Context: an optimization exercise on an open-source flow, tuned for small area, a short achievable clock period and few clock cycles per item. The choices shown serve that exercise and are no tape-out recipe. RTL that was checked went through simulation tests only; none was proved equivalent to the original. Only the layout flow was run in run 5; the RTL was not checked for function there. The clock port is modelled as an ideal driver; clocking choices that lean on that would not hold on a real chip. No activity file was given, so power comes from the tool's default toggle rates.

`flow/flow/run.sh`:
```
#!/bin/bash
# The standard layout (the standard.sh: the standard synthesis, then ORFS to
# the routed layout), with the input and output ports buffered by the smallest
# buffer, sky130_fd_sc_hd__buf_1, instead of the one buffer_ports picks itself.
# make's full output goes to standard.log in the work folder; ORFS's own logs
# stay under orfs/logs.
set -euo pipefail
export BUFFER_PORTS_ARGS="-buffer_cell sky130_fd_sc_hd__buf_1"
export RECOVER_POWER=100
bash standard.sh finish > standard.log 2>&1
```
`flow/standard.sh`:
```
#!/bin/bash
# synth_recipe.tcl (not shown) runs the flow's synth.tcl, then flattens the netlist and writes it again
# the make line also repeats each setting of config.mk as NAME=value (left out here)
make -C /OpenROAD-flow-scripts/flow DESIGN_CONFIG=/design/flow/config.mk WORK_HOME=/design/flow/orfs CLKGATE_MAP_FILE= SYNTH_SCRIPT=/design/flow/synth_recipe.tcl "${@:-finish}"
```
`flow/config.mk`:
```
export PLATFORM = sky130hd
export DESIGN_NAME = main
export DESIGN_NICKNAME = main
export VERILOG_FILES = /design/flow/design.v
export SDC_FILE = /design/flow/constraint.sdc
export NUM_CORES = 4
export LEC_CHECK = 0
export CAP_MARGIN = 20
export CORE_MARGIN = 2
export CORE_UTILIZATION = 40
export SETUP_SLACK_MARGIN = 1.0
export SLEW_MARGIN = 20
```
`flow/constraint.sdc`:
```
create_clock -name core_clock -period 5.0 [get_ports {clk}]
set_input_delay 1.0000 -clock core_clock [delete_from_list [all_inputs] [get_ports {clk}]]
set_output_delay 1.0000 -clock core_clock [all_outputs]
set_load 0.01 [all_outputs]
```
`flow/design.v`:
```
`timescale 1ns / 1ps
module main(
    input clk,
    input rst,
    input start,
    input [7:0] a,
    input [7:0] b,
    output wire ready,
    output wire busy,
    output reg [8:0] y
);
reg ready_r;
reg [4:0] kh;          
reg [9:0] r;           
reg [7:0] x;           
reg ak, bk;            
assign ready = ready_r;
assign busy = ~ready_r;
wire [5:0] ab3 = {a[7:5], b[7:5]};
wire [8:0] qr3;
assign qr3[0] = (ab3 == 6'd9) | (ab3 == 6'd10) | (ab3 == 6'd11) | (ab3 == 6'd12) | (ab3 == 6'd13) | (ab3 == 6'd14) | (ab3 == 6'd15) | (ab3 == 6'd17) | (ab3 == 6'd25) | (ab3 == 6'd29) | (ab3 == 6'd30) | (ab3 == 6'd31) | (ab3 == 6'd33) | (ab3 == 6'd36) | (ab3 == 6'd37) | (ab3 == 6'd38) | (ab3 == 6'd39) | (ab3 == 6'd41) | (ab3 == 6'd43) | (ab3 == 6'd44) | (ab3 == 6'd45) | (ab3 == 6'd49) | (ab3 == 6'd51) | (ab3 == 6'd52) | (ab3 == 6'd57) | (ab3 == 6'd59) | (ab3 == 6'd60) | (ab3 == 6'd63);
assign qr3[1] = (ab3 == 6'd27) | (ab3 == 6'd36) | (ab3 == 6'd38) | (ab3 == 6'd47) | (ab3 == 6'd52) | (ab3 == 6'd61);
assign qr3[2] = (ab3 == 6'd18) | (ab3 == 6'd19) | (ab3 == 6'd20) | (ab3 == 6'd21) | (ab3 == 6'd22) | (ab3 == 6'd23) | (ab3 == 6'd26) | (ab3 == 6'd34) | (ab3 == 6'd36) | (ab3 == 6'd37) | (ab3 == 6'd42) | (ab3 == 6'd44) | (ab3 == 6'd46) | (ab3 == 6'd50) | (ab3 == 6'd53) | (ab3 == 6'd55) | (ab3 == 6'd58) | (ab3 == 6'd62);
assign qr3[3] = (ab3 == 6'd29) | (ab3 == 6'd30) | (ab3 == 6'd31) | (ab3 == 6'd43) | (ab3 == 6'd46) | (ab3 == 6'd47) | (ab3 == 6'd51) | (ab3 == 6'd53) | (ab3 == 6'd54) | (ab3 == 6'd59) | (ab3 == 6'd61);
assign qr3[4] = (ab3 == 6'd63);
assign qr3[5] = (ab3 == 6'd1) | (ab3 == 6'd3) | (ab3 == 6'd5) | (ab3 == 6'd7) | (ab3 == 6'd8) | (ab3 == 6'd9) | (ab3 == 6'd11) | (ab3 == 6'd13) | (ab3 == 6'd15) | (ab3 == 6'd19) | (ab3 == 6'd21) | (ab3 == 6'd23) | (ab3 == 6'd24) | (ab3 == 6'd25) | (ab3 == 6'd26) | (ab3 == 6'd28) | (ab3 == 6'd29) | (ab3 == 6'd31) | (ab3 == 6'd35) | (ab3 == 6'd36) | (ab3 == 6'd38) | (ab3 == 6'd40) | (ab3 == 6'd41) | (ab3 == 6'd42) | (ab3 == 6'd43) | (ab3 == 6'd45) | (ab3 == 6'd46) | (ab3 == 6'd52) | (ab3 == 6'd53) | (ab3 == 6'd55) | (ab3 == 6'd56) | (ab3 == 6'd57) | (ab3 == 6'd58) | (ab3 == 6'd59) | (ab3 == 6'd62) | (ab3 == 6'd63);
assign qr3[6] = (ab3 == 6'd2) | (ab3 == 6'd3) | (ab3 == 6'd6) | (ab3 == 6'd7) | (ab3 == 6'd10) | (ab3 == 6'd11) | (ab3 == 6'd14) | (ab3 == 6'd15) | (ab3 == 6'd16) | (ab3 == 6'd17) | (ab3 == 6'd18) | (ab3 == 6'd19) | (ab3 == 6'd22) | (ab3 == 6'd23) | (ab3 == 6'd24) | (ab3 == 6'd25) | (ab3 == 6'd26) | (ab3 == 6'd30) | (ab3 == 6'd31) | (ab3 == 6'd37) | (ab3 == 6'd38) | (ab3 == 6'd44) | (ab3 == 6'd45) | (ab3 == 6'd46) | (ab3 == 6'd48) | (ab3 == 6'd49) | (ab3 == 6'd50) | (ab3 == 6'd51) | (ab3 == 6'd52) | (ab3 == 6'd53) | (ab3 == 6'd56) | (ab3 == 6'd57) | (ab3 == 6'd58) | (ab3 == 6'd59);
assign qr3[7] = (ab3 == 6'd4) | (ab3 == 6'd5) | (ab3 == 6'd6) | (ab3 == 6'd7) | (ab3 == 6'd12) | (ab3 == 6'd13) | (ab3 == 6'd14) | (ab3 == 6'd15) | (ab3 == 6'd20) | (ab3 == 6'd21) | (ab3 == 6'd22) | (ab3 == 6'd23) | (ab3 == 6'd27) | (ab3 == 6'd28) | (ab3 == 6'd29) | (ab3 == 6'd30) | (ab3 == 6'd31) | (ab3 == 6'd32) | (ab3 == 6'd33) | (ab3 == 6'd34) | (ab3 == 6'd35) | (ab3 == 6'd36) | (ab3 == 6'd37) | (ab3 == 6'd38) | (ab3 == 6'd40) | (ab3 == 6'd41) | (ab3 == 6'd42) | (ab3 == 6'd43) | (ab3 == 6'd44) | (ab3 == 6'd45) | (ab3 == 6'd46) | (ab3 == 6'd48) | (ab3 == 6'd49) | (ab3 == 6'd50) | (ab3 == 6'd51) | (ab3 == 6'd52) | (ab3 == 6'd53) | (ab3 == 6'd56) | (ab3 == 6'd57) | (ab3 == 6'd58) | (ab3 == 6'd59);
assign qr3[8] = (ab3 == 6'd39) | (ab3 == 6'd47) | (ab3 == 6'd54) | (ab3 == 6'd55) | (ab3 == 6'd60) | (ab3 == 6'd61) | (ab3 == 6'd62) | (ab3 == 6'd63);
wire [3:0] q3 = qr3[8:5];
wire [4:0] r3 = qr3[4:0];
wire [4:0] kh_n = ready_r ? 5'b10000 : {1'b0, kh[4:1]};
wire ak_n = |(kh_n & a[4:0]);
wire bk_n = |(kh_n & b[4:0]);
wire [6:0] a_n = ({7{kh_n[4]}} & {4'd0, a[7:5]}) | ({7{kh_n[3]}} & {3'd0, a[7:4]}) |
                 ({7{kh_n[2]}} & {2'd0, a[7:3]}) | ({7{kh_n[1]}} & {1'd0, a[7:2]}) |
                 ({7{kh_n[0]}} & a[7:1]);
wire [6:0] b_n = ({7{kh_n[4]}} & {4'd0, b[7:5]}) | ({7{kh_n[3]}} & {3'd0, b[7:4]}) |
                 ({7{kh_n[2]}} & {2'd0, b[7:3]}) | ({7{kh_n[1]}} & {1'd0, b[7:2]}) |
                 ({7{kh_n[0]}} & b[7:1]);
wire [10:0] sum3 = r + x;
wire [12:0] t  = {sum3, ak & bk, ak ^ bk};
wire [8:0] yinc = y + 9'd1;
wire [12:0] c3 = {y, 3'b100} + {yinc, 2'b01};
wire [13:0] t1 = {1'b0, t} - {3'b0, y, 2'b01};
wire [13:0] t2 = {1'b0, t} - {2'b0, y, 3'b100};
wire [13:0] t3 = {1'b0, t} - {1'b0, c3};
always @(posedge clk) begin
    kh <= kh_n;
    ak <= ak_n;
    bk <= bk_n;
    x <= (ak_n ? a_n : 7'd0) + (bk_n ? b_n : 7'd0);
    if (ready_r) begin
        r <= r3;
    end else begin
        if (!t3[13]) r <= t3[9:0];
        else if (!t2[13]) r <= t2[9:0];
        else if (!t1[13]) r <= t1[9:0];
        else r <= t[9:0];
    end
    if (ready_r) begin
        if (start) y <= q3;
    end else begin
        if (!t3[13]) y <= {yinc[7:0], 1'b1};
        else if (!t2[13]) y <= {yinc[7:0], 1'b0};
        else if (!t1[13]) y <= {y[7:0], 1'b1};
        else y <= {y[7:0], 1'b0};
    end
end
always @(posedge clk)
    if (rst) ready_r <= 1'b1;
    else if (ready_r) ready_r <= ~start;
    else ready_r <= kh[0];
endmodule
```
==> results of run 1 <==
kinds of logic after synthesis:
group / synth area share
buf+inv: 0.0539
xor+xnor: 0.0893
mux: 0.0119
flops: 0.183
fa+ha+maj: 0.186
compound gates: 0.304
simple gates: 0.172
routing by layer:
layer,up-vias,routed length (µm),GRT usage
li1,2111,-,-
met1,1939,5200,0.260
met2,126,5540,0.342
met3,18,594,0.0254
met4,0,235,0.0687
met5,-,0,0
synthesized netlist by cell type, types with 3 or more instances:
cell                        count
sky130_fd_sc_hd__edfxtp_1       9
sky130_fd_sc_hd__o21ai_0       33
sky130_fd_sc_hd__nor2b_1        6
sky130_fd_sc_hd__o21bai_1       8
sky130_fd_sc_hd__o211ai_1       3
sky130_fd_sc_hd__nor2_1        33
sky130_fd_sc_hd__clkbuf_1      27
sky130_fd_sc_hd__a21o_1         9
sky130_fd_sc_hd__nand2_1       48
sky130_fd_sc_hd__fa_1           7
sky130_fd_sc_hd__nand3_1       18
sky130_fd_sc_hd__mux2i_1        4
sky130_fd_sc_hd__o22ai_1        7
sky130_fd_sc_hd__a221oi_1       3
sky130_fd_sc_hd__and3_1         8
sky130_fd_sc_hd__a2bb2oi_1      3
sky130_fd_sc_hd__o31ai_1        7
sky130_fd_sc_hd__a22oi_1       24
sky130_fd_sc_hd__nor3_1        10
sky130_fd_sc_hd__o21a_1         5
sky130_fd_sc_hd__ha_1          53
sky130_fd_sc_hd__a31oi_1       19
sky130_fd_sc_hd__o311ai_0       4
sky130_fd_sc_hd__nand2b_1      10
sky130_fd_sc_hd__xnor2_1       36
sky130_fd_sc_hd__inv_1         30
sky130_fd_sc_hd__a211o_1        3
sky130_fd_sc_hd__xor2_1         8
sky130_fd_sc_hd__or3_1          4
sky130_fd_sc_hd__dfxtp_1       26
sky130_fd_sc_hd__a21oi_1       47
sky130_fd_sc_hd__a211oi_1       4
final cells by class:
| class | instances | share of cell area |
|---|---|---|
| inverters | 30 | 0.0234 |
| flip-flops and latches | 35 | 0.164 |
| multi-input cells | 460 | 0.705 |
| clock buffers | 6 | 0.0195 |
| well taps | 136 | 0.0353 |
| repair buffers | 48 | 0.0499 |
| clock inverters | 2 | 0.00286 |
what timing repair did:
action | 4_1_cts | 5_1_grt
hold endpoints to repair | 0 | 0
pin swaps | 1 | 11
gates resized for setup | 12 | 18
endpoints found under the setup margin | 13 | 17
setup buffers | 1 | 6
metrics by stage:
| stage | instances | setup slack, ns |
|---|---|---|
| after floorplan | 555 | 1.09 |
| after global placement | 702 | 0.837 |
| final | 717 | 0.791 |
| after CTS | 711 | 1.00 |
| after detailed placement | 702 | 0.818 |
| after global routing | 717 | 0.558 |
report_power, final:
group,leakage [nW],switching [W],internal [W]
clock,0.0563,0.000127,0.000129
combinational,1.64,0.00154,0.00122
sequential,0.310,0.0000490,0.000355
total,2.01,0.00172,0.00171
flip-flops by register name (all words and copies together) (netlist names):
register and cells:
r 10, y 9, x 8, kh 5
ak 1, bk 1, ready_r 1
final timing paths:
check                      from                 end  slack [ns]  cells after the start
setup / recovery   r[0]$_DFF_P_        r[4]$_DFF_P_        0.79                     15
hold reg to reg   kh[0]$_DFF_P_  ready_r$_SDFF_PP1_        0.44                      2
hold / removal    kh[0]$_DFF_P_  ready_r$_SDFF_PP1_        0.44                      2
setup reg to reg   r[0]$_DFF_P_        r[4]$_DFF_P_        0.79                     15
worst reg2reg max path, delay by kind of cell (launching register included):
kind	cells	cell delay, ns
fa+ha+maj	4	1.29
xor+xnor	1	0.21
flops	1	0.31
simple gates	2	0.54
compound gates	8	1.74
==> metrics.sh, run 1 <==
TIMING_HOLD_VIOLATIONS_FINAL=0
CRIT_PATH_CELL_TRACE='ha_1 > fa_1 > a21o_1 > nand4_1 > a31oi_1 > xnor2_2 > ha_1 > ha_1 > o21a_1 > o21ai_0 > a22oi_1 > a41o_1 > or3_1 > a211oi_1 > o22ai_1'
PERIOD_SHARE=0.842
CLOCK_TREE.ROOT_CELL='sky130_fd_sc_hd__clkbuf_8'
PERIOD_MINUS_SLACK_NS=4.21
WORSTSETUPPATHTYPE='reg -> reg'
DEEPEST_LEVEL_OF_THE_CTS_H_TREE=2
CRIT_BUF_INV=0
SYNTH_SEQUENTIAL_AREA_RATIO=0.183
GRT_REMAINING_OVERFLOW=0
AREA_OF_THE_MAPPED_NETLIST_UM2=4320
TOTAL_LEAKAGE_POWER_nW=2.01
WHS_NS=0.439
FINALINSTANCEAREA_UM2=4820
CORE_UM2=10400
SETUP_VIOL_COUNT_FINAL=0
NUMBER_OF_NETS_IN_THE_LAYOUT=659
PLACEMENTROWS=37
YOSYS_REGISTER_BITS=35
CLOCK_SINKS=35
HOLD_BUFFERS=0
CRITICAL_PATH.TOP_DELAY_FAMILY='compound AO/OA/AOI/OAI gates'
SYNTHESIS.INSTANCES=555
DRC=0
FINAL_CELL_MIX='sky130_fd_sc_hd__ha_1, sky130_fd_sc_hd__nand2_1, sky130_fd_sc_hd__a21oi_1, sky130_fd_sc_hd__nor2_1'
DIE_Y_UM=108
CRIT_ARRIVAL_NS=4.38
FINAL_TOTAL_POWER_W=0.00343
BUFFERS_ADDED_ON_PORTS=29
ANTENNA_LEFT=0
GRT_PASS1_WL_UM=18800
CLOCK_SKEW_AFTER_LAYOUT_NS=0.0161
DIE-WIDTH_UM=108
DRTPASS1ITERATIONS=6
WIRE_PER_INST_UM=16.1
DPL.HPWL_UM=8730
STARTPOINT_TYPE='register'
TIMING.CRITICAL_PATH.SLOWEST_STAGE_CELL='sky130_fd_sc_hd__fa_1'
DRV_SLEW=0
TIGHTESTPINTRANSITION_NS=1.00
DIE-AREA_UM2=11600
SETUP.WORST_PATH.END_CLASS='register'
FF_LATCH_AREA_UM2=791
GRT_SETUP_UNREPAIRED='true'
MAXSLEWHEADROOM=0.331
NUM_VIAS=4194
DETAILEDROUTE.FIRSTITERATIONVIOLATIONS=284
TRACK_USAGE=0.201
HOLD_CLASS='reg -> reg'
SYNTH-ASYNC-RESET-RATIO=0
CLOCK_TREE.BUFFER_DEPTH=2
NETLIST.TOP_CELL.BY_AREA='sky130_fd_sc_hd__ha_1'
IO-PIN-COUNT=30
SYN_AVG_CELL_AREA_UM2=7.78
DRIVE_ABOVE_1_SHARE=0.0843
SYNTH_CELL_TYPES=63
LATER_PIN_CLOCK_LATENCY_IN_THE_SKEW_REPORT_NS=0.30
MOSTFREQUENTLAYOUTCELL='sky130_fd_sc_hd__ha_1'
MAX_FREQ_GHz=0.238
FINAL_CORE_UTIL=0.462
SYNTH_TOP_CELLS_BY_AREA='sky130_fd_sc_hd__ha_1, sky130_fd_sc_hd__dfxtp_1, sky130_fd_sc_hd__xnor2_1'
WORST_IR_DROP_VDD_V=0.000301
SYN_NETS=634
TIMING.CRITICAL_PATH.FANOUT_MAX=8
ROUTABILITYCONGESTION=0.872
START_UTIL=0.414
GRT_ANTENNA_BEFORE_REPAIR=0
PIN_COUNT_OF_THE_BIGGEST_NET_ENTERING_GLOBAL_ROUTING=31
PATH_COMMON_CELL='sky130_fd_sc_hd__ha_1'
YS_WARN_COUNT=1
FIN_TNS_SETUP_NS=0
AREA_OF_COMBINATIONAL_CELLS_WITH_MULTIPLE_INPUTS_UM2=3390
OUTCOME='no timing/DRC/antenna violations'
ANTENNA_CELLS_INSERTED=0
DRT-VIAS-PER-INSTANCE=5.85
CTS_INSERTED_BUFFERS=5
POST-SYNTH-TOP-AREA-FRACTION=0.154
CAP_VIOL_MAX_COUNT=0
FIRST_GLOBAL_VIAS=3886
TRITONCTS_CLOCK_TREE='yes'
SYNTH_ENABLE_FLOP_CELLS=9
NUM-FILL-CELLS=1080
POWER_DENSITY_OF_THE_PLACED_CELLS_nW_PER_UM2=711
YS.FLOP_TYPE='sky130_fd_sc_hd__dfxtp_1'
FLOW.AREA_GROWTH_FROM_SYNTHESIS_PCT=11.6
WORSTPATHREQUIRED_NS=5.17
CTS.REPORTEDPATHS.CLKPINSLEW_NS=0.09
DPL-INSTANCE-AREA_UM2=4560
SLOWEST_DELAY_NS=0.45
TOTALWIRELENGTH_UM=11600
Testbench counts, summed over its fixed seeds: cycles 12,288, items 2,048.
==> run 2, diff against run 1 <==
--- a/flow/flow/run.sh
+++ b/flow/flow/run.sh
@@ -8,3 +8,2 @@
 export BUFFER_PORTS_ARGS="-buffer_cell sky130_fd_sc_hd__buf_1"
-export RECOVER_POWER=100
 bash standard.sh finish > standard.log 2>&1
--- a/flow/config.mk
+++ b/flow/config.mk
@@ -9,3 +9,4 @@
 export CORE_MARGIN = 2
-export CORE_UTILIZATION = 40
+export CORE_UTILIZATION = 50
+export PLACE_DENSITY = 0.75
 export SETUP_SLACK_MARGIN = 1.0
==> run 2 against run 1 <==
Compared with the run above:
- register-to-register slack improved by 0.23 ns
- non-clock buffer count increased by 1
- combinational power is 6% higher
- global-route usage is 4.2 points higher
- die area is 19% lower
- clock power is 16% lower
- total power is 4.5% higher
- utilization increased by 12 points
==> metrics.sh, run 2 <==
SETUP_VIOL_COUNT_FINAL=0
DETAILEDROUTE.FIRSTITERATIONVIOLATIONS=250
R2R_SLACK_NS=1.02
PATH_COMMON_CELL='sky130_fd_sc_hd__ha_1'
SYNTHESIS.INSTANCES=555
FIN_TNS_SETUP_NS=0
YOSYSMOSTFREQUENTCELL='sky130_fd_sc_hd__ha_1'
AREA_OF_THE_MAPPED_NETLIST_UM2=4320
IO-PIN-COUNT=30
PERIOD_MINUS_SLACK_NS=3.98
SYN_AVG_CELL_AREA_UM2=7.78
CLOCK_SKEW_AFTER_LAYOUT_NS=0.0182
DRV_SLEW=0
CRIT_BUF_INV=0
CORE_UM2=8300
TIMING.CRITICAL_PATH.FANOUT_MAX=8
NETLIST_TOP_CELLS_COUNT='sky130_fd_sc_hd__ha_1, sky130_fd_sc_hd__nand2_1, sky130_fd_sc_hd__a21oi_1, sky130_fd_sc_hd__xnor2_1'
FINAL-INSTANCE-COUNT-EXCL-FILL=687
SYNTH_ENABLE_FLOP_CELLS=9
DRTPASS1ITERATIONS=5
TOTAL_LEAKAGE_POWER_nW=2.02
NETLIST.TOP_CELL.BY_AREA='sky130_fd_sc_hd__ha_1'
WIRE_PER_INST_UM=17.2
REGTOREGENDPOINT='r[3]$_DFF_P_'
TIMING_HOLD_VIOLATIONS_FINAL=0
DIE-AREA_UM2=9390
DEEPEST_LEVEL_OF_THE_CTS_H_TREE=2
TIMING.HOLD.WORST.START='kh[0]$_DFF_P_'
USE_MET1=0.316
PERIOD_SHARE=0.795
GRT_REMAINING_OVERFLOW=0
LATER_PIN_CLOCK_LATENCY_IN_THE_SKEW_REPORT_NS=0.30
SYNTH_TOP_CELLS_BY_AREA='sky130_fd_sc_hd__ha_1, sky130_fd_sc_hd__dfxtp_1, sky130_fd_sc_hd__xnor2_1'
CLOCK_POWER_SHARE=0.060
POWER_FRAC_SEQ=0.116
GRT_PASS1_WL_UM=19100
BUSIEST_LAYER='met2'
YOSYS_REGISTER_BITS=35
MAXSLEWHEADROOM=0.327
PLACEMENTROWS=33
TRACK_USAGE=0.242
NUM_VIAS=4305
GLOBALROUTEMET3UTIL=0.0289
ANTENNA_CELLS_INSERTED=0
STARTPOINT_TYPE='register'
MET2_USAGE=0.420
YS.FLOP_TYPE='sky130_fd_sc_hd__dfxtp_1'
PART_OF_THE_TOTAL_POWER_DISSIPATED_IN_COMBINATIONAL_LOGIC=0.825
POWER_DENSITY_OF_THE_PLACED_CELLS_nW_PER_UM2=736
POST-SYNTH-TOP-AREA-FRACTION=0.154
MAX_FREQ_GHz=0.251
SLOWEST_DELAY_NS=0.49
TIGHTESTPINTRANSITION_NS=1.01
WHS_NS=0.456
FIRST_GLOBAL_VIAS=4001
SYNTH-ASYNC-RESET-RATIO=0
GRT_ANTENNA_BEFORE_REPAIR=0
DPL.CELL_COUNT=670
WORSTREG2REGSTART='r[1]$_DFF_P_'
MIN_DELAY_PATH_DEPTH=2
FINAL_CORE_UTIL=0.586
DPL.HPWL_UM=8460
ANTENNA_LEFT=0
CRIT_ARRIVAL_NS=4.18
WORST_IR_DROP_VDD_V=0.000324
TIMING.CRITICAL_PATH.SLOWEST_STAGE_CELL='sky130_fd_sc_hd__o41a_1'
CLOCK_TREE.ROOT_CELL='sky130_fd_sc_hd__clkbuf_8'
CLOCK_TREE.BUFFER_DEPTH=2
DRIVE_ABOVE_1_SHARE=0.112
CTS.REPORTEDPATHS.CLKPINSLEW_NS=0.09
SWITCHINGPOWER_W=0.00183
YS_WARN_COUNT=1
FINAL_CELL_MIX='sky130_fd_sc_hd__ha_1, sky130_fd_sc_hd__nand2_1, sky130_fd_sc_hd__a21oi_1, sky130_fd_sc_hd__nor2_1, sky130_fd_sc_hd__xnor2_1'
CAP_VIOL_MAX_COUNT=0
INTERNAL_POWER_W=0.00175
LARGEST_REGISTER_FF_COUNT=10
WORSTSETUPPATHTYPE='reg -> reg'
LARGEST-REGISTER='r'
SYN_NETS=634
TIMING.HOLD.WORST_ENDPOINT='ready_r$_SDFF_PP1_'
CRIT_PATH_CELL_TRACE='ha_1 > a211oi_2 > o21bai_1 > a21oi_2 > xnor2_2 > fa_1 > ha_1 > o41a_1 > a41o_4 > or3_4 > a211o_1 > a31o_1'
PIN_COUNT_OF_THE_BIGGEST_NET_ENTERING_GLOBAL_ROUTING=31
CLOCK_SINKS=35
CTS_INSERTED_BUFFERS=5
HOLD_CLASS='reg -> reg'
MOSTFREQUENTLAYOUTCELL='sky130_fd_sc_hd__ha_1'
GRT_SETUP_UNREPAIRED='true'
WORST-R2R-CELL-COUNT=12
ROUTABILITYCONGESTION=0.998
SYNTH_CELL_TYPES=63
FLOW.AREA_GROWTH_FROM_SYNTHESIS_PCT=12.8
DIE-WIDTH_UM=96.9
START_UTIL=0.520
CRITICAL_PATH.TOP_DELAY_FAMILY='compound AO/OA/AOI/OAI gates'
WORSTPATHREQUIRED_NS=5.20
DRC=0
HOLD_BUFFERS=0
SETUP.WORST_PATH.END_CLASS='register'
DIE_Y_UM=96.9
REG.LARGEST.LIST='r (10), y (9), x (8)'
TRITONCTS_CLOCK_TREE='yes'
OUTCOME='no timing/DRC/antenna violations'
SWSHARE=0.510
FINAL_TOTAL_POWER_W=0.00358
DRT-VIAS-PER-INSTANCE=6.27
BUFFERS_ADDED_ON_PORTS=29
SYNTH_SEQUENTIAL_AREA_RATIO=0.183
NUMBER_OF_NETS_IN_THE_LAYOUT=660
TOTALWIRELENGTH_UM=11800
## run 2: cell counts after synthesis
Identical to the previous run, type by type.
## run 2: per-layer routing
layer	part of all wire	up-vias
met1	0.43	2014
met2	0.50	157
met3	0.048	24
li1	-	2110
met5	0	-
met4	0.019	0
## run 2: metrics by stage
stage          worst slack [ns]  cell area [µm²]
5_1_grt                   0.857             4870
6_report                   1.02             4870
4_1_cts                    1.01             4710
3_5_place_dp              0.698             4520
3_3_place_gp              0.818             4520
2_1_floorplan              1.09             4320
## run 2: cells by family after synthesis
family | share of synthesized area
AOI/OAI and AO/OA | 0.304
xor gates and xnor gates | 0.0893
adders and majority gates | 0.186
buffers and inverters | 0.0539
DFF | 0.183
muxes | 0.0119
and+or+nand+nor | 0.172
## run 2: final cells by class
type | instances | area, µm²
Sequential cell | 35 | 791
Clock buffer | 5 | 68.8
Fill cell | 763 | 3430
Clock inverter | 3 | 15.0
Multi-Input combinational cell | 460 | 3490
Timing Repair Buffer | 49 | 259
Inverter | 30 | 113
Tap cell | 105 | 131
## run 2: power by group through the flow
stage	sequential, W	combinational (W)	clock (W)
3_3_place_gp	0.000416	0.00247	0
2_1_floorplan	0.000404	0.00204	0
6_report	0.000414	0.00295	0.000214
4_1_cts	0.000413	0.00269	0.000215
5_1_grt	0.000419	0.00322	0.000231
3_5_place_dp	0.000419	0.00255	0
## run 2: worst max-delay path by stage
stage                 start             end  slack, ns  cells after the start
2_1_floorplan  r[0]$_DFF_P_    r[3]$_DFF_P_       1.09                     15
3_3_place_gp   r[0]$_DFF_P_  y[1]$_DFFE_PP_       0.82                     15
5_1_grt        r[1]$_DFF_P_    r[3]$_DFF_P_       0.86                     13
4_1_cts        r[1]$_DFF_P_    r[3]$_DFF_P_       1.01                     12
3_5_place_dp   r[0]$_DFF_P_  y[1]$_DFFE_PP_       0.70                     15
6_report       r[1]$_DFF_P_    r[3]$_DFF_P_       1.02                     12
## run 2: timing repair
item                                    in CTS  in global routing
endpoints found under the setup margin      15                 16
endpoints found under the hold margin        0                  0
buffers inserted                             1                  8
pin swaps                                    1                  9
resized for setup                           18                 19
## run 2: worst min-delay path, stage by stage, from the launching register on
cell	delay (ns)
sky130_fd_sc_hd__dfxtp_1	0.31
sky130_fd_sc_hd__a21oi_1	0.06
sky130_fd_sc_hd__nand2_1	0.06
==> run 3, diff against run 2 <==
--- a/flow/config.mk
+++ b/flow/config.mk
@@ -9,5 +9,6 @@
 export CORE_MARGIN = 2
-export CORE_UTILIZATION = 50
-export PLACE_DENSITY = 0.75
+export CORE_UTILIZATION = 40
+export GPL_ROUTABILITY_DRIVEN = 0
 export SETUP_SLACK_MARGIN = 1.0
 export SLEW_MARGIN = 20
+export TNS_END_PERCENT = 100
==> run 3 against run 2 <==
Compared with the run above:
- worst hold slack worse by 0.015 ns
- critical path depth is 3 higher
- global-route usage fell by 4.2 points
- first-iteration DRC count shrank 13%
- sequential power is 2% lower
- total power shrank 2.7%
- via count down 2.6%
- critical endpoint is now r[7]$_SDFF_PP0_
- largest power group unchanged
==> metrics.sh, run 3 <==
PLACEMENTROWS=37
WORSTSETUPPATHTYPE='reg -> reg'
CLOCK_SKEW_AFTER_LAYOUT_NS=0.0148
DRTPASS1ITERATIONS=5
SYNTH_ENABLE_FLOP_CELLS=9
CRIT_ARRIVAL_NS=4.09
CTS_INSERTED_BUFFERS=5
TIGHTESTPINTRANSITION_NS=1.01
DIE-AREA_UM2=11600
SYNTHESIS.INSTANCES=555
DRT-VIAS-PER-INSTANCE=5.85
FINAL_CORE_UTIL=0.468
SYNTH_CELL_TYPES=63
CLOCK_TREE.BUFFER_DEPTH=2
START_UTIL=0.414
SYNTH_SEQUENTIAL_AREA_RATIO=0.183
DIE_Y_UM=108
CRITICAL_PATH.TOP_DELAY_FAMILY='compound AO/OA/AOI/OAI gates'
LARGEST-REGISTER='r'
YS_WARN_COUNT=1
DPL.HPWL_UM=8730
TOTALWIRELENGTH_UM=11600
GRT_ANTENNA_BEFORE_REPAIR=0
INTERNAL_POWER_W=0.00174
POST-SYNTH-TOP-AREA-FRACTION=0.154
MAXSLEWHEADROOM=0.327
DETAILEDROUTE.FIRSTITERATIONVIOLATIONS=218
CTS.REPORTEDPATHS.CLKPINSLEW_NS=0.09
FLOW.AREA_GROWTH_FROM_SYNTHESIS_PCT=13.1
AREA_OF_THE_MAPPED_NETLIST_UM2=4320
SYN_NETS=634
FINAL_TOTAL_POWER_W=0.00348
FINALINSTANCEAREA_UM2=4880
CRIT_BUF_INV=3
LATER_PIN_CLOCK_LATENCY_IN_THE_SKEW_REPORT_NS=0.30
TIMING_HOLD_VIOLATIONS_FINAL=0
SLOWEST_DELAY_NS=0.43
TRITONCTS_CLOCK_TREE='yes'
DRIVE_ABOVE_1_SHARE=0.103
CAP_VIOL_MAX_COUNT=0
WORSTPATHREQUIRED_NS=5.24
SWSHARE=0.500
DPL-INSTANCE-AREA_UM2=4560
NUMBER_OF_NETS_IN_THE_LAYOUT=659
NUM_VIAS=4195
BUFFERS_ADDED_ON_PORTS=29
FINAL_CELL_MIX='sky130_fd_sc_hd__ha_1, sky130_fd_sc_hd__nand2_1, sky130_fd_sc_hd__a21oi_1, sky130_fd_sc_hd__nor2_1, sky130_fd_sc_hd__xnor2_1'
PERIOD_SHARE=0.771
SYN_AVG_CELL_AREA_UM2=7.78
TIMING.CRITICAL_PATH.SLOWEST_STAGE_CELL='sky130_fd_sc_hd__a2111oi_1'
NETLIST_TOP_CELLS_COUNT='sky130_fd_sc_hd__ha_1, sky130_fd_sc_hd__nand2_1, sky130_fd_sc_hd__a21oi_1, sky130_fd_sc_hd__xnor2_1'
YS.FLOP_TYPE='sky130_fd_sc_hd__dfxtp_1'
REG.LARGEST.LIST='r (10), y (9), x (8)'
ANTENNA_CELLS_INSERTED=0
PERIOD_MINUS_SLACK_NS=3.86
IO-PIN-COUNT=30
NUM-FILL-CELLS=1065
POWER_FRAC_SEQ=0.116
CLOCK_SINKS=35
R2R_SLACK_NS=1.14
ANTENNA_LEFT=0
FIRST_GLOBAL_VIAS=3886
SETUP_VIOL_COUNT_FINAL=0
STARTPOINT_TYPE='register'
HOLD_CLASS='reg -> reg'
TRACK_USAGE=0.201
LARGEST_REGISTER_FF_COUNT=10
GRT_SETUP_UNREPAIRED='true'
OUTCOME='no timing/DRC/antenna violations'
MOSTFREQUENTLAYOUTCELL='sky130_fd_sc_hd__ha_1'
TOTAL_LEAKAGE_POWER_nW=2.02
FIN_TNS_SETUP_NS=0
SWITCHINGPOWER_W=0.00174
GRT_REMAINING_OVERFLOW=0
POWER_DENSITY_OF_THE_PLACED_CELLS_nW_PER_UM2=714
CLOCK_TREE.ROOT_CELL='sky130_fd_sc_hd__clkbuf_8'
WHS_NS=0.440
DRV_SLEW=0
SETUP.WORST_PATH.END_CLASS='register'
SYNTH_TOP_CELLS_BY_AREA='sky130_fd_sc_hd__ha_1, sky130_fd_sc_hd__dfxtp_1, sky130_fd_sc_hd__xnor2_1'
WIRE_PER_INST_UM=16.2
WORST_IR_DROP_VDD_V=0.000313
NETLIST.TOP_CELL.BY_AREA='sky130_fd_sc_hd__ha_1'
YOSYS_REGISTER_BITS=35
CRIT_PATH_CELL_TRACE='ha_1 > a21o_1 > a21oi_1 > a31oi_4 > xnor2_2 > buf_4 > ha_1 > and3_1 > o211a_1 > a311oi_1 > buf_4 > nand2_1 > mux2i_1 > a2111oi_1 > buf_4'
GRT_PASS1_WL_UM=18800
YOSYSMOSTFREQUENTCELL='sky130_fd_sc_hd__ha_1'
PART_OF_THE_TOTAL_POWER_DISSIPATED_IN_COMBINATIONAL_LOGIC=0.810
DRC=0
TIMING.CRITICAL_PATH.FANOUT_MAX=5
PATH_COMMON_CELL='sky130_fd_sc_hd__buf_4'
DEEPEST_LEVEL_OF_THE_CTS_H_TREE=2
HOLD_BUFFERS=0
MAX_FREQ_GHz=0.259
SYNTH-ASYNC-RESET-RATIO=0
CLOCK_POWER_SHARE=0.073
PIN_COUNT_OF_THE_BIGGEST_NET_ENTERING_GLOBAL_ROUTING=31
DIE-WIDTH_UM=108
CORE_UM2=10400
## run 3: per-layer routing
layer	global-route usage	wire length [µm]	up-vias
li1	-	-	2114
met1	0.260	5250	1929
met2	0.342	5560	132
met3	0.0254	574	20
met4	0.0687	247	0
met5	0	0	-
## run 3: worst paths after layout
| kind | endpoint | cells after the start | startpoint |
|---|---|---|---|
| worst min-delay path | ready_r$_SDFF_PP1_ | 2 | kh[0]$_DFF_P_ |
| worst max register to register | r[7]$_SDFF_PP0_ | 15 | r[4]$_DFF_P_ |
| worst max-delay path | r[7]$_SDFF_PP0_ | 15 | r[4]$_DFF_P_ |
| worst min register to register | ready_r$_SDFF_PP1_ | 2 | kh[0]$_DFF_P_ |
## run 3: metrics by stage
step,worst slack (ns),cells
final,1.14,717
after global routing,0.950,717
after CTS,1.00,711
after detailed placement,0.818,702
after global placement,0.837,702
after floorplan,1.09,555
## run 3: worst register-to-register path, delay by kind of cell (launching register included)
family	cells	cell delay (ns)
flops	1	0.34
simple gates	2	0.33
xor+xnor	1	0.18
fa+ha+maj	2	0.69
buf+inv	3	0.54
mux	1	0.20
compound gates	6	1.51
## run 3: logic make-up (layout without fill, tap and decap cells)
kind of cell | count (synthesis) | after routing | synth area share
AO/OA/AOI/OAI | 199 | 199 | 0.304
AND/OR/NAND/NOR | 152 | 152 | 0.172
adder cells (fa/ha/maj) | 60 | 60 | 0.186
buffers and inverters | 60 | 86 | 0.0539
multiplexers | 5 | 5 | 0.0119
flip-flops | 35 | 35 | 0.183
XOR/XNOR | 44 | 44 | 0.0893
## run 3: cell type report
cell class / count / area, µm² / area share
inverter: 30 / 113 / 0.0231
timing repair buffer: 48 / 251 / 0.0515
clock inverter: 2 / 13.8 / 0.00282
multi-input combinational: 460 / 3450 / 0.706
clock buffer: 6 / 93.8 / 0.0192
tap: 136 / 170 / 0.0349
sequential: 35 / 791 / 0.162
## run 3: power by group through the flow
stage | combinational, W | sequential, W | clock, W
detailed placement | 0.00257 | 0.000417 | 0
finish | 0.00282 | 0.000405 | 0.000255
global route | 0.00311 | 0.000412 | 0.000271
floorplan | 0.00204 | 0.000404 | 0
CTS | 0.00267 | 0.000410 | 0.000261
global placement | 0.00254 | 0.000414 | 0
## run 3: what timing repair did
| action | in CTS | in global routing |
|---|---|---|
| endpoints found under the setup margin | 13 | 17 |
| pin swaps | 1 | 11 |
| cloned | 0 | 0 |
| setup buffers | 1 | 6 |
| resized for setup | 12 | 18 |
==> run 4, diff against run 3 <==
--- a/flow/config.mk
+++ b/flow/config.mk
@@ -10,5 +10,3 @@
 export CORE_UTILIZATION = 40
-export GPL_ROUTABILITY_DRIVEN = 0
 export SETUP_SLACK_MARGIN = 1.0
 export SLEW_MARGIN = 20
-export TNS_END_PERCENT = 100
==> run 4 against run 3 <==
Compared with the run above:
- via count unchanged
- sequential power about the same
- critical endpoint unchanged
- sequential share of layout area unchanged
- still clean on timing, DRC and antenna
- critical path depth unchanged
- highest routed layer unchanged
- largest cell class unchanged
- non-clock buffer count stayed put
- worst setup slack is the same
- critical path type unchanged
- final area unchanged
- routed wire length is the same
- die area is the same
- synthesized cell count unchanged
- utilization did not move
- register-to-register slack about the same
==> metrics.sh, run 4 <==
SLOWEST_DELAY_NS=0.43
DRC=0
ROUTABILITYCONGESTION=0.872
NETLIST.TOP_CELL.BY_AREA='sky130_fd_sc_hd__ha_1'
TIMING_HOLD_VIOLATIONS_FINAL=0
CTS_INSERTED_BUFFERS=5
ANTENNA_CELLS_INSERTED=0
CRIT_ARRIVAL_NS=4.09
COMBINATIONAL_FAMILY_WITH_THE_MOST_AREA_AFTER_SYNTHESIS='compound AO/OA/AOI/OAI gates'
DRT-VIAS-PER-INSTANCE=5.85
SYN_AVG_CELL_AREA_UM2=7.78
SETUP_VIOL_COUNT_FINAL=0
SYNTH_TOP_CELLS_BY_AREA='sky130_fd_sc_hd__ha_1, sky130_fd_sc_hd__dfxtp_1, sky130_fd_sc_hd__xnor2_1'
FIRST_GLOBAL_VIAS=3886
MAXSLEWHEADROOM=0.327
FINALINSTANCEAREA_UM2=4880
SYNTH-SIMPLE-AREA-SHARE=0.172
YS.FLOP_TYPE='sky130_fd_sc_hd__dfxtp_1'
WORST-R2R-CELL-COUNT=15
NUM_VIAS=4195
WORSTSETUPPATHTYPE='reg -> reg'
DETAILEDROUTE.FIRSTITERATIONVIOLATIONS=218
ANTENNA_LEFT=0
TOTAL_LEAKAGE_POWER_nW=2.02
DRTPASS1ITERATIONS=5
POST_SYNTH_FA_HA_MAJ_AREA_FRACTION=0.186
TOTALWIRELENGTH_UM=11600
MIN_DELAY_PATH_DEPTH=2
FLOW.AREA_GROWTH_FROM_SYNTHESIS_PCT=13.1
REG.LARGEST.LIST='r (10), y (9), x (8)'
PERIOD_MINUS_SLACK_NS=3.86
PLACEMENTROWS=37
WORST_IR_DROP_VDD_V=0.000313
GRT_SETUP_UNREPAIRED='true'
MAX_FREQ_GHz=0.259
STARTPOINT_TYPE='register'
DIE-WIDTH_UM=108
SYN_NETS=634
DIE_Y_UM=108
AREA_OF_THE_MAPPED_NETLIST_UM2=4320
BUFFERS_ADDED_ON_PORTS=29
CLOCK_TREE.ROOT_CELL='sky130_fd_sc_hd__clkbuf_8'
START_UTIL=0.414
R2R_SLACK_NS=1.14
FIN_TNS_SETUP_NS=0
DEEPEST_LEVEL_OF_THE_CTS_H_TREE=2
YOSYS_REGISTER_BITS=35
CLOCK_SINKS=35
IO-PIN-COUNT=30
PIN_COUNT_OF_THE_BIGGEST_NET_ENTERING_GLOBAL_ROUTING=31
SYNTH_SEQUENTIAL_AREA_RATIO=0.183
LARGEST-REGISTER='r'
TRITONCTS_CLOCK_TREE='yes'
CLOCK_TREE.BUFFER_DEPTH=2
MOSTFREQUENTLAYOUTCELL='sky130_fd_sc_hd__ha_1'
REGTOREGENDPOINT='r[7]$_SDFF_PP0_'
NETLIST_TOP_CELLS_COUNT='sky130_fd_sc_hd__ha_1, sky130_fd_sc_hd__nand2_1, sky130_fd_sc_hd__a21oi_1, sky130_fd_sc_hd__xnor2_1'
TIMING.HOLD.WORST_ENDPOINT='ready_r$_SDFF_PP1_'
CORE_UM2=10400
DPL-INSTANCE-AREA_UM2=4560
SYNTH-COMPOUND-AREA-SHARE=0.304
POWER_DENSITY_OF_THE_PLACED_CELLS_nW_PER_UM2=714
SYNTH-XOR-AREA-SHARE=0.0893
CAP_VIOL_MAX_COUNT=0
DIE-AREA_UM2=11600
TIMING.CRITICAL_PATH.FANOUT_MAX=5
WIRE_PER_INST_UM=16.2
FINAL_CELL_MIX='sky130_fd_sc_hd__ha_1, sky130_fd_sc_hd__nand2_1, sky130_fd_sc_hd__a21oi_1, sky130_fd_sc_hd__nor2_1, sky130_fd_sc_hd__xnor2_1'
WORSTREG2REGSTART='r[4]$_DFF_P_'
HOLD_BUFFERS=0
TIGHTESTPINTRANSITION_NS=1.01
HOLD_CLASS='reg -> reg'
SYNTH_ENABLE_FLOP_CELLS=9
PERIOD_SHARE=0.771
SYNTH_CELL_TYPES=63
YS_WARN_COUNT=1
PATH_COMMON_CELL='sky130_fd_sc_hd__buf_4'
OUTCOME='no timing/DRC/antenna violations'
YOSYSMOSTFREQUENTCELL='sky130_fd_sc_hd__ha_1'
GRT_ANTENNA_BEFORE_REPAIR=0
DRV_SLEW=0
SETUP.WORST_PATH.END_CLASS='register'
SYNTHESIS.INSTANCES=555
LATER_PIN_CLOCK_LATENCY_IN_THE_SKEW_REPORT_NS=0.30
WORSTPATHREQUIRED_NS=5.24
LARGEST_REGISTER_FF_COUNT=10
TRACK_USAGE=0.201
DPL.HPWL_UM=8730
GRT_REMAINING_OVERFLOW=0
NUMBER_OF_NETS_IN_THE_LAYOUT=659
CLOCK_SKEW_AFTER_LAYOUT_NS=0.0148
DRIVE_ABOVE_1_SHARE=0.103
POST-SYNTH-TOP-AREA-FRACTION=0.154
TIMING.HOLD.WORST.START='kh[0]$_DFF_P_'
GRT_PASS1_WL_UM=18800
SYNTH.MUX.AREA_FRACTION=0.0119
TIMING.CRITICAL_PATH.SLOWEST_STAGE_CELL='sky130_fd_sc_hd__a2111oi_1'
CTS.REPORTEDPATHS.CLKPINSLEW_NS=0.09
CRIT_PATH_CELL_TRACE='ha_1 > a21o_1 > a21oi_1 > a31oi_4 > xnor2_2 > buf_4 > ha_1 > and3_1 > o211a_1 > a311oi_1 > buf_4 > nand2_1 > mux2i_1 > a2111oi_1 > buf_4'
SYNTH-ASYNC-RESET-RATIO=0
==> run 4: kinds of logic (layout without fill, tap and decap cells) <==
logic type | count (synthesis) | after routing
AO/OA/AOI/OAI | 199 | 199
XOR/XNOR | 44 | 44
adder cells (fa/ha/maj) | 60 | 60
buffers and inverters | 60 | 86
flip-flops | 35 | 35
multiplexers | 5 | 5
AND/OR/NAND/NOR | 152 | 152
==> run 4: what timing repair did <==
| action | in CTS | in global routing |
|---|---|---|
| gates resized for setup | 12 | 18 |
| pin swaps | 1 | 11 |
| setup endpoints to repair | 13 | 17 |
| setup buffers | 1 | 6 |
==> run 4: power by group <==
part / internal (W) / switching (W) / total (W)
Combinational: 0.00126 / 0.00157 / 0.00282
Clock: 0.000129 / 0.000126 / 0.000255
Sequential: 0.000355 / 0.0000502 / 0.000405
==> run 4: worst max path at each step <==
| stage | startpoint | end | cells past startpoint |
|---|---|---|---|
| finish | r[4]$_DFF_P_ | r[7]$_SDFF_PP0_ | 15 |
| detailed placement | r[0]$_DFF_P_ | r[3]$_DFF_P_ | 15 |
| global route | r[0]$_DFF_P_ | r[7]$_SDFF_PP0_ | 15 |
| floorplan | r[0]$_DFF_P_ | r[3]$_DFF_P_ | 15 |
| global placement | r[0]$_DFF_P_ | r[3]$_DFF_P_ | 14 |
| CTS | r[0]$_DFF_P_ | r[3]$_DFF_P_ | 14 |
==> run 4: worst max-delay path: cells and delay by family (launching register included) <==
family,cells,cell delay (ns)
XOR/XNOR,1,0.18
buffers and inverters,3,0.54
adder cells (fa/ha/maj),2,0.69
AO/OA/AOI/OAI,6,1.51
multiplexers,1,0.20
AND/OR/NAND/NOR,2,0.33
flip-flops,1,0.34
==> run 4: per-layer routing <==
metal	part of all wire	track usage
met5	0	0
met4	0.021	0.0687
met3	0.049	0.0254
met2	0.48	0.342
met1	0.45	0.260
==> run 4: layout make-up <==
type                            count  area (µm²)
Fill cell                        1065        5540
Tap cell                          136         170
Clock buffer                        6        93.8
Clock inverter                      2        13.8
Inverter                           30         113
Sequential cell                    35         791
Multi-Input combinational cell    460        3450
Timing Repair Buffer               48         251
==> run 4: stage by stage <==
stage           util  setup slack (ns)  total power, W  hold slack [ns]  std cells
4_1_cts        0.456              1.00         0.00334            0.450        711
3_5_place_dp   0.438             0.818         0.00299            0.434        702
5_1_grt        0.468             0.950         0.00379            0.467        717
3_3_place_gp   0.438             0.837         0.00296            0.427        702
6_report       0.468              1.14         0.00348            0.440        717
2_1_floorplan      -              1.09         0.00244            0.412        555
==> run 5, diff against run 4 <==
--- a/flow/design.v
+++ b/flow/design.v
@@ -43,3 +43,3 @@
 wire [8:0] yinc = y + 9'd1;
-wire [12:0] c3 = {y, 3'b100} + {yinc, 2'b01};
+wire [12:0] c3 = {1'b0, y, 2'b11} + {y, 3'b110};    
 wire [13:0] t1 = {1'b0, t} - {3'b0, y, 2'b01};
==> run 5 against run 4 <==
Compared with the run above:
- worst setup slack got worse by 0.12 ns
- synthesized cell count did not move
- utilization up 2.1 points
- global-route usage up 1.4 points
- maximum frequency fell by 3.0%
- sequential share of layout area decreased by 1.2 points
- final area up 8.7%
- area after synthesis increased by 2.8%
- clock power decreased by 15%
- combinational power increased by 5%
- non-clock buffer count grew 15
- via count increased by 2.9%
- critical endpoint is now y[7]$_SDFFCE_PP0P_
==> metrics.sh, run 5 <==
CTS.REPORTEDPATHS.CLKPINSLEW_NS=0.08
CLOCK_TREE.BUFFER_DEPTH=2
TOTALWIRELENGTH_UM=12900
CRIT_ARRIVAL_NS=4.02
DIE_Y_UM=109
NUM-FILL-CELLS=1090
TRITONCTS_CLOCK_TREE='yes'
NETLIST_TOP_CELLS_COUNT='sky130_fd_sc_hd__ha_1, sky130_fd_sc_hd__inv_1, sky130_fd_sc_hd__nand2_1, sky130_fd_sc_hd__a21oi_1, sky130_fd_sc_hd__nor2_1'
CORE_UM2=10800
TIMING.CRITICAL_PATH.FANOUT_MAX=6
MOSTFREQUENTLAYOUTCELL='sky130_fd_sc_hd__inv_1'
DRTPASS1ITERATIONS=7
DRV_SLEW=0
GRT_ANTENNA_BEFORE_REPAIR=0
ANTENNA_CELLS_INSERTED=0
DEEPEST_LEVEL_OF_THE_CTS_H_TREE=2
OUTCOME='no timing/DRC/antenna violations'
NUMBER_OF_NETS_IN_THE_LAYOUT=685
FF_LATCH_AREA_UM2=793
NETLIST.TOP_CELL.BY_AREA='sky130_fd_sc_hd__ha_1'
DETAIL_ROUTE.WIRELENGTH.MET1_UM=5770
HOLD_CLASS='reg -> reg'
FIN_TNS_SETUP_NS=0
DIE-AREA_UM2=11900
AREA_OF_THE_MAPPED_NETLIST_UM2=4440
FINAL_CELL_MIX='sky130_fd_sc_hd__inv_1, sky130_fd_sc_hd__ha_1, sky130_fd_sc_hd__nand2_1, sky130_fd_sc_hd__nor2_1, sky130_fd_sc_hd__a21oi_1'
SYNTH-ASYNC-RESET-RATIO=0
LENGTH_OF_ROUTED_MET3_WIRING_UM=685
FIRST_GLOBAL_VIAS=4007
ANTENNA_LEFT=0
YS_WARN_COUNT=1
SYNTHESIS.INSTANCES=555
GRT_REMAINING_OVERFLOW=0
HIGHEST_METAL_USED='met4'
LATER_PIN_CLOCK_LATENCY_IN_THE_SKEW_REPORT_NS=0.31
TRACK_USAGE=0.214
DIE-WIDTH_UM=109
CTS_INSERTED_BUFFERS=5
SYN_NETS=640
CLOCK_TREE.ROOT_CELL='sky130_fd_sc_hd__clkbuf_8'
FLOW.AREA_GROWTH_FROM_SYNTHESIS_PCT=19.6
TOTAL_LEAKAGE_POWER_nW=2.28
SETUP.WORST_PATH.END_CLASS='register'
BUFFERS_ADDED_ON_PORTS=29
SYNTH_CELL_TYPES=72
LARGEST_REGISTER_FF_COUNT=10
MAX_FREQ_GHz=0.252
DRIVE_ABOVE_1_SHARE=0.170
GRT_PASS1_WL_UM=20100
TIMING_HOLD_VIOLATIONS_FINAL=0
CAP_VIOL_MAX_COUNT=0
POWER_DENSITY_OF_THE_PLACED_CELLS_nW_PER_UM2=676
DETAILED_ROUTE_WIRELENGTH_ON_METAL2_UM=6180
WHS_NS=0.446
FINAL-INSTANCE-COUNT-EXCL-FILL=741
WORST_IR_DROP_VDD_V=0.000302
PERIOD_MINUS_SLACK_NS=3.98
SYNTH_SEQUENTIAL_AREA_RATIO=0.178
PLACEMENTROWS=38
LARGEST-REGISTER='r'
STARTPOINT_TYPE='register'
NUM_VIAS=4316
IO-PIN-COUNT=30
PIN_COUNT_OF_THE_BIGGEST_NET_ENTERING_GLOBAL_ROUTING=33
POST-SYNTH-TOP-AREA-FRACTION=0.155
DRT-VIAS-PER-INSTANCE=5.82
AREA_OF_COMBINATIONAL_CELLS_WITH_MULTIPLE_INPUTS_UM2=3650
SYNTH_ENABLE_FLOP_CELLS=9
CLOCK_SINKS=35
ROUTABILITYCONGESTION=0.950
DPL.CELL_COUNT=708
WIRE_PER_INST_UM=17.4
MAXSLEWHEADROOM=0.344
SYNTH_TOP_CELLS_BY_AREA='sky130_fd_sc_hd__ha_1, sky130_fd_sc_hd__dfxtp_1, sky130_fd_sc_hd__edfxtp_1'
YOSYS_REGISTER_BITS=35
HOLD_BUFFERS=0
WORSTSETUPPATHTYPE='reg -> reg'
FINAL_TOTAL_POWER_W=0.00358
DPL.HPWL_UM=9380
PERIOD_SHARE=0.795
TIGHTESTPINTRANSITION_NS=0.981
DRC=0
GRT_SETUP_UNREPAIRED='true'
START_UTIL=0.409
CLOCK_SKEW_AFTER_LAYOUT_NS=0.0153
SYN_AVG_CELL_AREA_UM2=7.99
DETAILEDROUTE.FIRSTITERATIONVIOLATIONS=274
YOSYSMOSTFREQUENTCELL='sky130_fd_sc_hd__ha_1'
YS.FLOP_TYPE='sky130_fd_sc_hd__dfxtp_1'
SETUP_VIOL_COUNT_FINAL=0
WORSTPATHREQUIRED_NS=5.05
REG.LARGEST.LIST='r (10), y (9), x (8)'
-- run 5: cell count changes after synthesis, sizes merged, moves of 5 or more --
cell / delta
inv: +23
nand3: -12
nand2: -5
xor2: +5
xnor2: -15
and3: -5
o22ai: -6
clkbuf: -8
a31oi: -8
a21oi: -7
o21a: +6
-- run 5: layer usage --
metal / GRT usage / vias to the layer above
met5: 0 / -
met4: 0.0660 / 0
met3: 0.0332 / 24
met2: 0.363 / 158
met1: 0.281 / 2012
li1: - / 2122
-- run 5: final timing paths --
| path | start | slack [ns] | endpoint | depth (start not counted) |
|---|---|---|---|---|
| worst max register to register | x[0]$_DFF_P_ | 1.02 | y[7]$_SDFFCE_PP0P_ | 17 |
| worst max-delay path | x[0]$_DFF_P_ | 1.02 | y[7]$_SDFFCE_PP0P_ | 17 |
| worst min register to register | kh[0]$_DFF_P_ | 0.45 | ready_r$_SDFF_PP1_ | 2 |
| worst min-delay path | kh[0]$_DFF_P_ | 0.45 | ready_r$_SDFF_PP1_ | 2 |
-- run 5: cell families after synthesis --
family,count (synthesis),share of synthesized area
and+or+nand+nor,136,0.149
muxes,4,0.00903
DFF,35,0.178
adders and majority gates,66,0.205
AOI/OAI and AO/OA,201,0.320
buffers and inverters,79,0.0674
xor gates and xnor gates,34,0.0714
-- run 5: power by group --
group / internal (W) / switching, W
Sequential: 0.000353 / 0.0000568
Clock: 0.0000980 / 0.000118
Combinational: 0.00132 / 0.00164
-- run 5: layout make-up --
cell class / count / share of cell area
clock buffer: 6 / 0.0137
clock inverter: 2 / 0.00212
inverter: 54 / 0.0387
multi-input combinational: 441 / 0.689
sequential: 35 / 0.150
tap: 140 / 0.0330
timing repair buffer: 63 / 0.0738
-- run 5: what timing repair did --
action                     CTS  global route
gates cloned                 0             0
setup endpoints to repair   19            19
pin swaps                    8            28
buffers inserted            11            14
gates resized for setup     23            51
-- run 5: critical path, cell delays in order, from the launching register on --
cell and delay, ns:
sky130_fd_sc_hd__dfxtp_2 0.34, sky130_fd_sc_hd__ha_4 0.17, sky130_fd_sc_hd__fa_2 0.35, sky130_fd_sc_hd__a21o_1 0.21, sky130_fd_sc_hd__nand4_1 0.14, sky130_fd_sc_hd__nand3_2 0.11, sky130_fd_sc_hd__nor2b_4 0.14, sky130_fd_sc_hd__xor2_2 0.21
sky130_fd_sc_hd__inv_1 0.09, sky130_fd_sc_hd__fa_2 0.52, sky130_fd_sc_hd__inv_1 0.06, sky130_fd_sc_hd__ha_4 0.17, sky130_fd_sc_hd__a211oi_4 0.23, sky130_fd_sc_hd__a21boi_4 0.11, sky130_fd_sc_hd__a41o_4 0.30, sky130_fd_sc_hd__o311ai_1 0.34
sky130_fd_sc_hd__xnor2_1 0.16, sky130_fd_sc_hd__nor2_1 0.05
-- run 5: through the flow --
stage / setup slack (ns) / area [µm²] / util
final: 1.02 / 5300 / 0.489
after global routing: 0.859 / 5300 / 0.489
after CTS: 0.946 / 4970 / 0.459
after detailed placement: 0.328 / 4690 / 0.433
after global placement: 0.501 / 4690 / 0.433
after floorplan: 1.06 / 4440 / -
==> run 6, diff against run 5 <==
--- a/flow/design.v
+++ b/flow/design.v
@@ -43,3 +43,3 @@
 wire [8:0] yinc = y + 9'd1;
-wire [12:0] c3 = {1'b0, y, 2'b11} + {y, 3'b110};    
+wire [12:0] c3 = {y, 3'b100} + {yinc, 2'b01};
 wire [13:0] t1 = {1'b0, t} - {3'b0, y, 2'b01};
==> flow/flow/run.sh (replaced) <==
#!/bin/bash
# The standard layout (the standard.sh: the standard synthesis, then ORFS to
# the routed layout), with two changes:
#  - the input and output ports are buffered by the smallest buffer,
#    sky130_fd_sc_hd__buf_1, instead of the one buffer_ports picks itself;
#  - after CTS, flow/recover.tcl downsizes cells off the critical paths.
# make's full output goes to standard.log in the work folder; ORFS's own logs
# stay under orfs/logs.
set -euo pipefail
export BUFFER_PORTS_ARGS="-buffer_cell sky130_fd_sc_hd__buf_1"
export POST_CTS_TCL="$PWD/flow/recover.tcl"
bash standard.sh finish > standard.log 2>&1
==> flow/flow/recover.tcl (new file) <==
# After CTS and its timing repair: downsize the cells whose paths have slack to
# spare, keeping the setup slack margin that the repair aimed for.
repair_timing -recover_power 100 -setup_margin $::env(SETUP_SLACK_MARGIN) -verbose
detailed_placement
check_placement -verbose
==> run 6 against run 5 <==
Compared with the run above:
- synthesized cell count unchanged
- total power decreased by 2.7%
- combinational power decreased by 4%
- routed wire length down 10%
- clock power rose by 18%
- flip-flop and latch count unchanged
- worst hold slack got worse by 0.0053 ns
- sequential share of layout area rose by 1.3 points
- largest power group unchanged
==> metrics.sh, run 6 <==
MAX_FREQ_GHz=0.259
GRT_PASS1_WL_UM=18800
TOTAL_LEAKAGE_POWER_nW=2.01
WORSTREG2REGSTART='r[4]$_DFF_P_'
FLOW.AREA_GROWTH_FROM_SYNTHESIS_PCT=13.0
CLOCK_SKEW_AFTER_LAYOUT_NS=0.0164
FINAL_CELL_MIX='sky130_fd_sc_hd__ha_1, sky130_fd_sc_hd__nand2_1, sky130_fd_sc_hd__a21oi_1, sky130_fd_sc_hd__nor2_1, sky130_fd_sc_hd__xnor2_1'
YS.FLOP_TYPE='sky130_fd_sc_hd__dfxtp_1'
TIMING_HOLD_VIOLATIONS_FINAL=0
PERIOD_SHARE=0.773
DIE-AREA_UM2=11600
YS_WARN_COUNT=1
LATER_PIN_CLOCK_LATENCY_IN_THE_SKEW_REPORT_NS=0.30
DETAILEDROUTE.FIRSTITERATIONVIOLATIONS=267
TOTALWIRELENGTH_UM=11600
ROUTABILITYCONGESTION=0.872
ANTENNA_LEFT=0
BUFFERS_ADDED_ON_PORTS=29
TRITONCTS_CLOCK_TREE='yes'
SYNTH_TOP_CELLS_BY_AREA='sky130_fd_sc_hd__ha_1, sky130_fd_sc_hd__dfxtp_1, sky130_fd_sc_hd__xnor2_1'
WORSTSETUPPATHTYPE='reg -> reg'
FINAL_TOTAL_POWER_W=0.00349
START_UTIL=0.414
YOSYSMOSTFREQUENTCELL='sky130_fd_sc_hd__ha_1'
FINALINSTANCEAREA_UM2=4880
SETUP.WORST_PATH.END_CLASS='register'
NETLIST.TOP_CELL.BY_AREA='sky130_fd_sc_hd__ha_1'
NUMBER_OF_NETS_IN_THE_LAYOUT=660
WIRE_PER_INST_UM=16.1
GRT_ANTENNA_BEFORE_REPAIR=0
PERIOD_MINUS_SLACK_NS=3.87
DPL.HPWL_UM=8730
TIGHTESTPINTRANSITION_NS=1.02
DRV_SLEW=0
IO-PIN-COUNT=30
GRT_REMAINING_OVERFLOW=0
LARGEST_REGISTER_FF_COUNT=10
WORST-R2R-CELL-COUNT=14
POST-SYNTH-TOP-AREA-FRACTION=0.154
DRIVE_ABOVE_1_SHARE=0.101
FIN_TNS_SETUP_NS=0
POWER_DENSITY_OF_THE_PLACED_CELLS_nW_PER_UM2=715
ANTENNA_CELLS_INSERTED=0
R2R_SLACK_NS=1.13
PLACEMENTROWS=37
CRIT_ARRIVAL_NS=4.06
SYNTHESIS.INSTANCES=555
NETLIST_TOP_CELLS_COUNT='sky130_fd_sc_hd__ha_1, sky130_fd_sc_hd__nand2_1, sky130_fd_sc_hd__a21oi_1, sky130_fd_sc_hd__xnor2_1'
DRC=0
SYNTH_SEQUENTIAL_AREA_RATIO=0.183
TRACK_USAGE=0.200
CLOCK_SINKS=35
YOSYS_REGISTER_BITS=35
CRITPATHCAPTURE='r[3]$_DFF_P_'
CRITPATHLAUNCH='r[4]$_DFF_P_'
CTS.REPORTEDPATHS.CLKPINSLEW_NS=0.09
AREA_OF_THE_MAPPED_NETLIST_UM2=4320
CAP_VIOL_MAX_COUNT=0
DRTPASS1ITERATIONS=5
SYN_NETS=634
LARGEST-REGISTER='r'
GRT_SETUP_UNREPAIRED='true'
SETUP_VIOL_COUNT_FINAL=0
NUM_VIAS=4191
REG.LARGEST.LIST='r (10), y (9), x (8)'
FINAL_CORE_UTIL=0.468
FIRST_GLOBAL_VIAS=3885
TIMING.CRITICAL_PATH.FANOUT_MAX=8
SYN_AVG_CELL_AREA_UM2=7.78
WORSTPATHREQUIRED_NS=5.19
MAXSLEWHEADROOM=0.319
PIN_COUNT_OF_THE_BIGGEST_NET_ENTERING_GLOBAL_ROUTING=31
SYNTH_CELL_TYPES=63
OUTCOME='no timing/DRC/antenna violations'
CORE_UM2=10400
WORST_IR_DROP_VDD_V=0.000314
DIE-WIDTH_UM=108
SYNTH_ENABLE_FLOP_CELLS=9
SYNTH-ASYNC-RESET-RATIO=0
PLACE_WORST_SETUP_SLACK_NS=0.818
MOSTFREQUENTLAYOUTCELL='sky130_fd_sc_hd__ha_1'
DPL-INSTANCE-AREA_UM2=4560
STARTPOINT_TYPE='register'
DIE_Y_UM=108
REGTOREGENDPOINT='r[3]$_DFF_P_'
FINAL_CRITICAL_PATH_SETUP_SLACK_NS=1.13
DRT-VIAS-PER-INSTANCE=5.84
HOLD_CLASS='reg -> reg'
-- run 6: cell types whose count changed after synthesis, moves of 5 or more --
cell / change
sky130_fd_sc_hd__inv_1: -22
sky130_fd_sc_hd__xnor2_1: +15
sky130_fd_sc_hd__nand3_1: +12
sky130_fd_sc_hd__a31oi_1: +8
sky130_fd_sc_hd__clkbuf_1: +8
sky130_fd_sc_hd__a21oi_1: +7
sky130_fd_sc_hd__o21a_1: -6
sky130_fd_sc_hd__o22ai_1: +6
sky130_fd_sc_hd__and3_1: +5
sky130_fd_sc_hd__nand2_1: +5
-- run 6: worst max-delay path: stages, from the launching register on --
cell	delay (ns)
sky130_fd_sc_hd__dfxtp_1	0.34
sky130_fd_sc_hd__ha_1	0.40
sky130_fd_sc_hd__a21o_1	0.20
sky130_fd_sc_hd__a21oi_1	0.31
sky130_fd_sc_hd__a31oi_4	0.18
sky130_fd_sc_hd__xnor2_2	0.18
sky130_fd_sc_hd__ha_1	0.30
sky130_fd_sc_hd__ha_1	0.29
sky130_fd_sc_hd__o21a_1	0.20
sky130_fd_sc_hd__o21ai_2	0.12
sky130_fd_sc_hd__a22oi_1	0.13
sky130_fd_sc_hd__a41o_4	0.30
sky130_fd_sc_hd__or3_4	0.35
sky130_fd_sc_hd__a211o_1	0.24
sky130_fd_sc_hd__a31o_1	0.22
-- run 6: worst min-delay path by stage --
stage	from	end	slack, ns	cells past startpoint
final	kh[0]$_DFF_P_	ready_r$_SDFF_PP1_	0.44	2
after global routing	kh[0]$_DFF_P_	ready_r$_SDFF_PP1_	0.47	2
after detailed placement	kh[0]$_DFF_P_	ready_r$_SDFF_PP1_	0.43	2
after global placement	kh[0]$_DFF_P_	ready_r$_SDFF_PP1_	0.43	2
after floorplan	kh[0]$_DFF_P_	ready_r$_SDFF_PP1_	0.41	2
-- run 6: metal layers --
| metal | share of wire | GRT usage | vias to the layer above |
|---|---|---|---|
| li1 | - | - | 2117 |
| met1 | 0.45 | 0.260 | 1928 |
| met2 | 0.48 | 0.342 | 122 |
| met3 | 0.045 | 0.0254 | 24 |
| met4 | 0.023 | 0.0687 | 0 |
| met5 | 0 | 0 | - |
-- run 6: cell type report --
type | count | area [µm²]
inverters | 30 | 113
flip-flops and latches | 35 | 791
multi-input cells | 460 | 3450
well taps | 136 | 170
clock inverters | 2 | 13.8
repair buffers | 49 | 248
fillers | 1071 | 5540
clock buffers | 6 | 93.8
-- run 6: cells by family after synthesis --
| logic type | count (synthesis) | share of synthesized area |
|---|---|---|
| AOI/OAI and AO/OA | 199 | 0.304 |
| and+or+nand+nor | 152 | 0.172 |
| buffers and inverters | 60 | 0.0539 |
| adders and majority gates | 60 | 0.186 |
| xor gates and xnor gates | 44 | 0.0893 |
| DFF | 35 | 0.183 |
| muxes | 5 | 0.0119 |
-- run 6: where the power goes --
part	total, W	internal (W)	switching (W)
registers	0.000405	0.000355	0.0000498
logic	0.00283	0.00126	0.00157
clock network	0.000255	0.000129	0.000127
total	0.00349	0.00174	0.00175
-- run 6: stage by stage --
stage	cells	hold slack, ns
2_1_floorplan	555	0.412
3_3_place_gp	702	0.427
3_5_place_dp	702	0.434
5_1_grt	718	0.467
6_report	718	0.441
Testbench counts of run 6, summed over its fixed seeds: cycles 12,288, items 2,048.

-- port drivers added, routing unchanged --
In the flow no input, the clock included, has a driving cell. The finished layouts below were timed again as built, in two steps. Step 1 sets driving cells, clkbuf_16 on the clock port and buf_2 on the other inputs (assumed; they add their load-dependent delay and slew). Step 2 moves the port delays by t, midway between the first and last clock arrival at a register: inputs arrive t later, outputs are due t later. That takes back most of the time a late clock gives input paths. Slacks: no drivers / after step 1 / after step 2; pairs: no drivers / after step 1.
| run | t (ns) | setup WS [ns] | hold slack, ns |
|---|---|---|---|
| run 1 | 0.326 | 0.791 / 0.791 / 0.791 | 0.439 / 0.439 / 0.439 |
| run 2 | 0.325 | 1.023 / 1.023 / 1.023 | 0.456 / 0.456 / 0.456 |
| run 3 | 0.325 | 1.144 / 1.144 / 1.144 | 0.440 / 0.440 / 0.440 |
| run 4 | 0.325 | 1.144 / 1.144 / 1.144 | 0.440 / 0.440 / 0.440 |
| run 5 | 0.332 | 1.025 / 1.025 / 1.025 | 0.446 / 0.446 / 0.446 |
| run 6 | 0.325 | 1.135 / 1.135 / 1.135 | 0.441 / 0.441 / 0.441 |
After both steps every run listed still meets setup and hold.
